This design comes from an exercise in tuning for small area on the open sky130 flow, not from production work. At most, simulation tests tie the RTL to the original design; equivalence was not proved.

Setup of build 1:
==> flow/design.v (excerpt) <==
module Decoder #(parameter BIN_WIDTH = 4)(
    input clk,
    input reset,
    input bypass,
    input [7:0] pState_in,
    input [1:0] n_bin,
    input [15:0] m_value_binRE_in,
    input [16:0] m_value_binEP0_in,
    input [16:0] m_value_binEP1_in,
    input [16:0] m_value_binEP2_in,
    input [16:0] m_value_binEP3_in,
    output wire [BIN_WIDTH - 1:0] bin,
    output wire [15:0] m_value_binRE_out,
    output wire [16:0] m_value_binEP0_out,
    output wire [16:0] m_value_binEP1_out,
    output wire [16:0] m_value_binEP2_out,
    output wire [16:0] m_value_binEP3_out,
    output wire [2:0] numBits,
    output wire mps_renorm,
    output wire lps
);
    reg [8:0] m_range;
    reg [15:0] m_value;
    wire b0, b1, b2, b3;
    wire [15:0] v0, v1, v2, v3;
    Decode_1xEP ep0 (.m_range(m_range), .e(m_value_binEP0_in), .bin_out(b0), .v(v0));
    Decode_1xEP ep1 (.m_range(m_range), .e(m_value_binEP1_in), .bin_out(b1), .v(v1));
  ...
export LEC_CHECK = 0
export ABC_AREA = 1
export CAP_MARGIN = 0
export CORE_MARGIN = 2
export CORE_UTILIZATION = 50
export PLACE_DENSITY = 0.75
export SLEW_MARGIN = 0
create_clock -name core_clock -period 10.0 [get_ports {clk}]
standard.sh (not shown) runs the stock make flow with config.mk's settings and CLKGATE_MAP_FILE= SYNTH_SCRIPT=/design/flow/synth_recipe.tcl, a recipe that flattens the netlist after the stock synthesis.
==> flow/flow/run.sh <==
#!/bin/bash
# Standard ORFS layout with two changes:
#  1. after the standard synthesis, the combinational logic of its netlist is re-mapped by
#     ABC with area-oriented scripts, a few rounds, keeping the smallest result (the
#     flip-flops are kept exactly as the standard synthesis made them);
#  2. the port buffers use the smallest buffer cell, constant outputs share one tie cell and
#     the clock tree gets no dummy loads.
set -euo pipefail
HERE=$(pwd)
R=$HERE/orfs/results/sky130hd/Decoder/base
LIB=$FLOW_HOME/platforms/sky130hd/lib/sky130_fd_sc_hd__tt_025C_1v80.lib
DU=""
for c in probe_p_8 probec_p_8 lpflow_bleeder_1 lpflow_clkbufkapwr_1 lpflow_clkbufkapwr_16 \
  lpflow_clkbufkapwr_2 lpflow_clkbufkapwr_4 lpflow_clkbufkapwr_8 lpflow_clkinvkapwr_1 \
  lpflow_clkinvkapwr_16 lpflow_clkinvkapwr_2 lpflow_clkinvkapwr_4 lpflow_clkinvkapwr_8 \
  lpflow_inputiso0n_1 lpflow_inputiso0p_1 lpflow_inputiso1n_1 lpflow_inputiso1p_1 \
  lpflow_isobufsrc_1 lpflow_isobufsrc_16 lpflow_isobufsrc_2 lpflow_isobufsrc_4 \
  lpflow_isobufsrc_8 lpflow_isobufsrckapwr_16; do
  DU="$DU -dont_use sky130_fd_sc_hd__$c"
done

bash standard.sh synth > synth.log 2>&1
cp $R/1_2_yosys.v $HERE/std_synth.v

# one round: re-map the combinational logic of $1 with ABC script $3 into $2
remap() {
  yosys -l $2.log -p "
read_liberty -ignore_miss_func -overwrite -setattr liberty_cell $LIB
blackbox sky130_fd_sc_hd__df*
read_verilog -overwrite $1
hierarchy -top Decoder
flatten
opt_clean
abc -liberty $LIB $DU -script $3
opt_clean -purge
read_liberty -lib -overwrite $LIB
tee -o $2.stat stat -liberty $LIB
write_verilog -noattr -nohex -nodec $2
" > /dev/null
  awk '/Chip area/{print $NF}' $2.stat
}

mkdir -p remap
best=$HERE/std_synth.v
best_area=1e9
cur=$HERE/std_synth.v
for round in 1 2 3 4 5; do
  round_best=""; round_area=1e9
  for s in s5 s9 s10; do
    out=$HERE/remap/r${round}_$s.v
    a=$(remap $cur $out $HERE/flow/$s.abc)
    echo "round $round $s area $a" >> remap/summary.txt
    if awk "BEGIN{exit !($a < $round_area)}"; then round_area=$a; round_best=$out; fi
  done
  cur=$round_best
  if awk "BEGIN{exit !($round_area < $best_area)}"; then best_area=$round_area; best=$round_best; fi
done
echo "best $best $best_area" >> remap/summary.txt

yosys -l $HERE/finalize.log -p "
read_liberty -lib -overwrite $LIB
read_verilog $best
hierarchy -top Decoder
hilomap -singleton -hicell sky130_fd_sc_hd__conb_1 HI -locell sky130_fd_sc_hd__conb_1 LO
insbuf -buf sky130_fd_sc_hd__buf_1 A X
splitnets
opt_clean -purge
check -assert -mapped
stat -liberty $LIB
write_verilog -noattr -nohex -nodec $HERE/resyn.v
" > /dev/null

cp $HERE/resyn.v $R/1_2_yosys.v
rm -f $R/1_synth.odb $R/1_synth.sdc

export BUFFER_PORTS_ARGS="-buffer_cell sky130_fd_sc_hd__buf_1"
export SKIP_REPAIR_TIE_FANOUT=1
# clock tree without dummy loads
export CTS_ARGS="-sink_clustering_enable -repair_clock_nets -dont_use_dummy_load"
bash standard.sh > standard.log 2>&1
Other scripts of this flow, unchanged in this note and not shown: flow/flow/s10.abc, flow/flow/s5.abc, flow/flow/s9.abc
Build 1 has completed all stages; timing, DRC and antenna checks passed.
--- input diff build 1..build 69 ---
- a change of CAP_MARGIN from 0 to 20
- a change of SLEW_MARGIN from 0 to 20
- a deleted PLACE_DENSITY that had been 0.75
diff --git a/flow/flow/run.sh b/flow/flow/run.sh
--- a/flow/flow/run.sh
+++ b/flow/flow/run.sh
@@ -6,2 +6 @@
-#  2. the port buffers use the smallest buffer cell, constant outputs share one tie cell and
-#     the clock tree gets no dummy loads.
+#  2. the port buffers use the smallest buffer cell.
@@ -77,3 +76 @@
-export SKIP_REPAIR_TIE_FANOUT=1
-# clock tree without dummy loads
-export CTS_ARGS="-sink_clustering_enable -repair_clock_nets -dont_use_dummy_load"
+export GPL_KEEP_OVERFLOW=0
==> comparison <==
Looking at portion of the clock cycle consumed by the worst path in the final layout, build 69 sits above build 1.
Going from build 1 to build 69, register-to-register slack shrinks by 0.23 ns.
Compared build 69 vs build 1, and post-layout minimum cycle time is up in build 69.
Routed wire length | build 69 above build 1
Changes observed in build 69 relative to build 1: critical path arrival has increased; area overhead of the layout relative to synthesis increased 3.6 points.
NOTE: global routing usage on met3 in build 69 falls short of that of build 1
Compared with build 1, build 69 shows first-pass GRT wire length that has gone up by a little under 10%.
--- input diff build 69..build 82 ---
- swapping 20 for 0 in CAP_MARGIN
- swapping 20 for 0 in SLEW_MARGIN
diff --git a/flow/flow/run.sh b/flow/flow/run.sh
--- a/flow/flow/run.sh
+++ b/flow/flow/run.sh
@@ -4,3 +4,5 @@
-#     ABC with area-oriented scripts, a few rounds, keeping the smallest result (the
-#     flip-flops are kept exactly as the standard synthesis made them);
-#  2. the port buffers use the smallest buffer cell.
+#     ABC with area-oriented scripts, a few rounds, keeping the result whose area after an
+#     unplaced timing repair (flow/a1.tcl) is smallest; the flip-flops are kept exactly as
+#     the standard synthesis made them;
+#  2. the port buffers use the smallest buffer cell, constant outputs share one tie cell and
+#     the clock tree gets no dummy loads.
@@ -41,0 +44,5 @@
+a1() {
+  A1_NETLIST=$1 A1_SDC=$HERE/constraint.sdc openroad -no_init -exit $HERE/flow/a1.tcl > $1.a1.log 2>&1
+  awk '/^A1 /{print $2}' $1.a1.log
+}
+
@@ -43,2 +49,0 @@
-best=$HERE/std_synth.v
-best_area=1e9
@@ -51 +56,2 @@
-    echo "round $round $s area $a" >> remap/summary.txt
+    c=$(a1 $out)
+    echo "round $round $s area $a cost $c" >> remap/summary.txt
@@ -55 +60,0 @@
-  if awk "BEGIN{exit !($round_area < $best_area)}"; then best_area=$round_area; best=$round_best; fi
@@ -57 +62,2 @@
-echo "best $best $best_area" >> remap/summary.txt
+best=$(awk '{print $7, $2, $3}' remap/summary.txt | sort -g | head -1 | awk -v d=$HERE/remap '{print d "/r" $2 "_" $3 ".v"}')
+echo "best $best $(awk '{print $7}' remap/summary.txt | sort -g | head -1)" >> remap/summary.txt
@@ -76 +82,3 @@
-export GPL_KEEP_OVERFLOW=0
+export SKIP_REPAIR_TIE_FANOUT=1
+# clock tree without dummy loads
+export CTS_ARGS="-sink_clustering_enable -repair_clock_nets -dont_use_dummy_load"
==> flow/flow/a1.tcl (new file) <==
set P $::env(FLOW_HOME)/platforms/sky130hd
read_lef $P/lef/sky130_fd_sc_hd.tlef
read_lef $P/lef/sky130_fd_sc_hd_merged.lef
read_liberty $P/lib/sky130_fd_sc_hd__tt_025C_1v80.lib
read_verilog $::env(A1_NETLIST)
link_design Decoder
read_sdc $::env(A1_SDC)
source $P/setRC.tcl
set_driving_cell -lib_cell sky130_fd_sc_hd__buf_1 [delete_from_list [all_inputs] [get_ports clk]]
set_dont_use {sky130_fd_sc_hd__probe_p_8 sky130_fd_sc_hd__probec_p_8 sky130_fd_sc_hd__lpflow_*}
repair_design
repair_timing -setup -setup_margin 1.0
puts "A1 [format %.2f [expr [rsz::design_area] * 1e12]]"
Results
- Build 82 did not stop at any stage, and its layout met the timing, design-rule and antenna checks.
- Share of the cycle needed by the critical path after routing delta for build 82 relative to build 69: 2.5 points lower
- Taking build 69 as the reference point, the first-iteration DRC count of build 82 falls by 86.
- Re number of detailed-route iterations in the first pass: build 69 was higher than build 82.
- Diff build 69 -> build 82 | wire length of the first global-routing pass | down by a few percent
## Diff of input files: build 25 against build 82
- CORE_UTILIZATION changed from 50 to 75
diff --git a/flow/flow/run.sh b/flow/flow/run.sh
--- a/flow/flow/run.sh
+++ b/flow/flow/run.sh
@@ -4,5 +4,3 @@
-#     ABC with area-oriented scripts, a few rounds, keeping the result whose area after an
-#     unplaced timing repair (flow/a1.tcl) is smallest; the flip-flops are kept exactly as
-#     the standard synthesis made them;
-#  2. the port buffers use the smallest buffer cell, constant outputs share one tie cell and
-#     the clock tree gets no dummy loads.
+#     ABC with area-oriented scripts, a few rounds, keeping the smallest result (the
+#     flip-flops are kept exactly as the standard synthesis made them);
+#  2. the port buffers use the smallest buffer cell.
@@ -44,5 +41,0 @@
-a1() {
-  A1_NETLIST=$1 A1_SDC=$HERE/constraint.sdc openroad -no_init -exit $HERE/flow/a1.tcl > $1.a1.log 2>&1
-  awk '/^A1 /{print $2}' $1.a1.log
-}
-
@@ -49,0 +43,2 @@
+best=$HERE/std_synth.v
+best_area=1e9
@@ -56,2 +51 @@
-    c=$(a1 $out)
-    echo "round $round $s area $a cost $c" >> remap/summary.txt
+    echo "round $round $s area $a" >> remap/summary.txt
@@ -60,0 +55 @@
+  if awk "BEGIN{exit !($round_area < $best_area)}"; then best_area=$round_area; best=$round_best; fi
@@ -62,2 +57 @@
-best=$(awk '{print $7, $2, $3}' remap/summary.txt | sort -g | head -1 | awk -v d=$HERE/remap '{print d "/r" $2 "_" $3 ".v"}')
-echo "best $best $(awk '{print $7}' remap/summary.txt | sort -g | head -1)" >> remap/summary.txt
+echo "best $best $best_area" >> remap/summary.txt
@@ -82,3 +75,0 @@
-export SKIP_REPAIR_TIE_FANOUT=1
-# clock tree without dummy loads
-export CTS_ARGS="-sink_clustering_enable -repair_clock_nets -dont_use_dummy_load"
removed: flow/flow/a1.tcl
### Flow results
- Build 25 did not run to completion, as it errored out during global placement (3_3_place_gp).
- [compare] base=build 82 new=build 25: initial core utilization climbed 27 points; count of input and output buffers level; I/O pin count neither gained nor lost much.
- Looking at build 25 and build 82, the area after synthesis is a wash.
- What build 82 reported for number of core rows has to be multiplied by 0.79 to get the figure for build 25.
- Width of the chip: build 25 vs build 82 down about 18%
- Lower overall die height goes to build 25 over build 82.
- | mean post-synth cell area | lower: build 25 |
- The synthesized cell count reported for build 25 is greater than that of build 82 by 0.77%.

* * *

Another version of the RTL of Decoder (not shown whole).
For scale: ~770 cells after synthesis, ~0.0042 mm² of cells after synthesis.
Settings: LEC_CHECK=0, ABC_AREA=1, CAP_MARGIN=0, CORE_MARGIN=2, CORE_UTILIZATION=50, SLEW_MARGIN=0; clock period 10.0 ns.
==> flow/flow/run.sh <==
#!/bin/bash
# Standard ORFS layout with two changes:
#  1. after the standard synthesis, the combinational logic of its netlist is re-mapped by
#     ABC with area-oriented scripts, a few rounds, keeping the smallest result (the
#     flip-flops are kept exactly as the standard synthesis made them);
#  2. the port buffers use the smallest buffer cell.
set -euo pipefail
HERE=$(pwd)
R=$HERE/orfs/results/sky130hd/Decoder/base
LIB=$FLOW_HOME/platforms/sky130hd/lib/sky130_fd_sc_hd__tt_025C_1v80.lib
DU=""
for c in probe_p_8 probec_p_8 lpflow_bleeder_1 lpflow_clkbufkapwr_1 lpflow_clkbufkapwr_16 \
  lpflow_clkbufkapwr_2 lpflow_clkbufkapwr_4 lpflow_clkbufkapwr_8 lpflow_clkinvkapwr_1 \
  lpflow_clkinvkapwr_16 lpflow_clkinvkapwr_2 lpflow_clkinvkapwr_4 lpflow_clkinvkapwr_8 \
  lpflow_inputiso0n_1 lpflow_inputiso0p_1 lpflow_inputiso1n_1 lpflow_inputiso1p_1 \
  lpflow_isobufsrc_1 lpflow_isobufsrc_16 lpflow_isobufsrc_2 lpflow_isobufsrc_4 \
  lpflow_isobufsrc_8 lpflow_isobufsrckapwr_16; do
  DU="$DU -dont_use sky130_fd_sc_hd__$c"
done

bash standard.sh synth > synth.log 2>&1
cp $R/1_2_yosys.v $HERE/std_synth.v

# one round: re-map the combinational logic of $1 with ABC script $3 into $2
remap() {
  yosys -l $2.log -p "
read_liberty -ignore_miss_func -overwrite -setattr liberty_cell $LIB
blackbox sky130_fd_sc_hd__df*
read_verilog -overwrite $1
hierarchy -top Decoder
flatten
opt_clean
abc -liberty $LIB $DU -script $3
opt_clean -purge
read_liberty -lib -overwrite $LIB
tee -o $2.stat stat -liberty $LIB
write_verilog -noattr -nohex -nodec $2
" > /dev/null
  awk '/Chip area/{print $NF}' $2.stat
}

mkdir -p remap
best=$HERE/std_synth.v
best_area=1e9
cur=$HERE/std_synth.v
for round in 1 2 3 4 5; do
  round_best=""; round_area=1e9
  for s in s5 s9 s10; do
    out=$HERE/remap/r${round}_$s.v
    a=$(remap $cur $out $HERE/flow/$s.abc)
    echo "round $round $s area $a" >> remap/summary.txt
    if awk "BEGIN{exit !($a < $round_area)}"; then round_area=$a; round_best=$out; fi
  done
  cur=$round_best
  if awk "BEGIN{exit !($round_area < $best_area)}"; then best_area=$round_area; best=$round_best; fi
done
echo "best $best $best_area" >> remap/summary.txt

yosys -l $HERE/finalize.log -p "
read_liberty -lib -overwrite $LIB
read_verilog $best
hierarchy -top Decoder
hilomap -singleton -hicell sky130_fd_sc_hd__conb_1 HI -locell sky130_fd_sc_hd__conb_1 LO
insbuf -buf sky130_fd_sc_hd__buf_1 A X
splitnets
opt_clean -purge
check -assert -mapped
stat -liberty $LIB
write_verilog -noattr -nohex -nodec $HERE/resyn.v
" > /dev/null

cp $HERE/resyn.v $R/1_2_yosys.v
rm -f $R/1_synth.odb $R/1_synth.sdc

export BUFFER_PORTS_ARGS="-buffer_cell sky130_fd_sc_hd__buf_1"
bash standard.sh > standard.log 2>&1
Other scripts of this flow, unchanged in this note and not shown: flow/flow/s10.abc, flow/flow/s5.abc, flow/flow/s9.abc
Then changed:
--- a/flow/flow/run.sh
+++ b/flow/flow/run.sh
@@ -5,0 +6 @@
+#     then the smallest netlist is re-mapped once more with gate sizing for a delay target;
@@ -46 +47 @@
-for round in 1 2 3 4 5; do
+for round in 1 2 3 4 5 6 7 8; do
@@ -48 +49 @@
-  for s in s5 s9 s10; do
+  for s in s5 s9 s10 s13 s14; do
@@ -57,0 +59,5 @@
+
+# re-map the smallest netlist once more and size its gates for a delay target with ABC
+a=$(remap $best $HERE/remap/sized.v $HERE/flow/size.abc)
+echo "sized $a" >> remap/summary.txt
+best=$HERE/remap/sized.v
==> flow/flow/s13.abc (new file) <==
strash
dc2
dch -f
amap
topo
==> flow/flow/s14.abc (new file) <==
strash
balance
 rewrite
 refactor
 balance
 rewrite
 rewrite -z
 balance
 refactor -z
 rewrite -z
 balance
dc2
dch -f
amap -F 20 -A 100 -C 10000
topo
==> flow/flow/size.abc (new file) <==
strash
dc2
dch -f
amap -F 10 -A 50 -C 5000
topo
upsize -D 4500
dnsize -D 4500
=> Routed wire length grows by 6.7%; via count grows by 0.32%; worst setup slack got worse by 0.24 ns; first-iteration DRC count grows by 26%; register-to-register slack improved by 0.41 ns.
Then changed:
--- a/flow/flow/run.sh
+++ b/flow/flow/run.sh
@@ -6 +5,0 @@
-#     then the smallest netlist is re-mapped once more with gate sizing for a delay target;
@@ -60,5 +58,0 @@
-# re-map the smallest netlist once more and size its gates for a delay target with ABC
-a=$(remap $best $HERE/remap/sized.v $HERE/flow/size.abc)
-echo "sized $a" >> remap/summary.txt
-best=$HERE/remap/sized.v
-
@@ -81,0 +76 @@
+export GPL_KEEP_OVERFLOW=0.3
removed: flow/flow/size.abc
Count of clock-buffer cells in the layout is unchanged. Utilization is higher by 11 points. Via count is higher by a few percent.
Then changed:
--- a/flow/flow/run.sh
+++ b/flow/flow/run.sh
@@ -6 +6,2 @@
-#  2. the port buffers use the smallest buffer cell.
+#  2. the port buffers use the smallest buffer cell, constant outputs share one tie cell and
+#     the clock tree gets no dummy loads.
@@ -46 +47 @@
-for round in 1 2 3 4 5 6 7 8; do
+for round in 1 2 3 4 5; do
@@ -48 +49 @@
-  for s in s5 s9 s10 s13 s14; do
+  for s in s5 s9 s10; do
@@ -76 +77,4 @@
-export GPL_KEEP_OVERFLOW=0.3
+export SKIP_REPAIR_TIE_FANOUT=1
+export GLOBAL_PLACEMENT_ARGS="-timing_driven_repair_tns_end_percent 0"
+# clock tree without dummy loads
+export CTS_ARGS="-sink_clustering_enable -repair_clock_nets -dont_use_dummy_load"
removed: flow/flow/s13.abc
removed: flow/flow/s14.abc
Clock skew is higher by 0.0094 ns; routed wire length came out lower by 6.3%; cell area falls by 11%; die area is lower by 2.2%; cell count is lower by 3.5%; critical path depth drops by 1; register-to-register slack is better by 0.15 ns.
No run of this note included a check of the RTL's function; only the layout flow was run.

-- port drivers added, routing unchanged --
Ports are ideal in the flow. The routed layouts listed here were re-timed in OpenROAD.
Step 1 assumes that a clkbuf_16 drives the clock port and a buf_2 every other input.
Step 2 also shifts input and output timing later by t, the mid clock arrival at the registers, as if the neighbouring blocks saw the same clock.
Slacks: no drivers / after step 1 / after step 2; pairs: no drivers / after step 1.
run | t (ns) | setup slack, ns | clock arrival spread, ns | slew at the worst register clock pin (ns) | pins driven straight from the clock port
build 1 | 0.287 | 0.528 / 0.507 / 0.507 | 0.024 / 0.024 | 0.09 / 0.09 | 1
build 69 | 0.291 | 0.408 / 0.385 / 0.385 | 0.003 / 0.003 | 0.08 / 0.08 | 1
build 82 | 0.294 | 0.659 / 0.635 / 0.635 | 0.010 / 0.010 | 0.08 / 0.08 | 1
the first run of note 2 | 0.296 | 0.660 / 0.640 / 0.640 | 0.007 / 0.007 | 0.09 / 0.09 | 1
the second run of note 2 | 0.297 | 0.424 / 0.402 / 0.402 | 0.003 / 0.003 | 0.09 / 0.09 | 1
the third run of note 2 | 0.296 | 0.352 / 0.330 / 0.330 | 0.002 / 0.002 | 0.08 / 0.08 | 1
the fourth run of note 2 | 0.297 | 0.459 / 0.439 / 0.439 | 0.012 / 0.012 | 0.09 / 0.09 | 1
After both steps setup and hold are still met in every run listed. The setup slack of build 82, which loses most, moves by -0.024 ns with the drivers and by -0.024 ns with both steps.
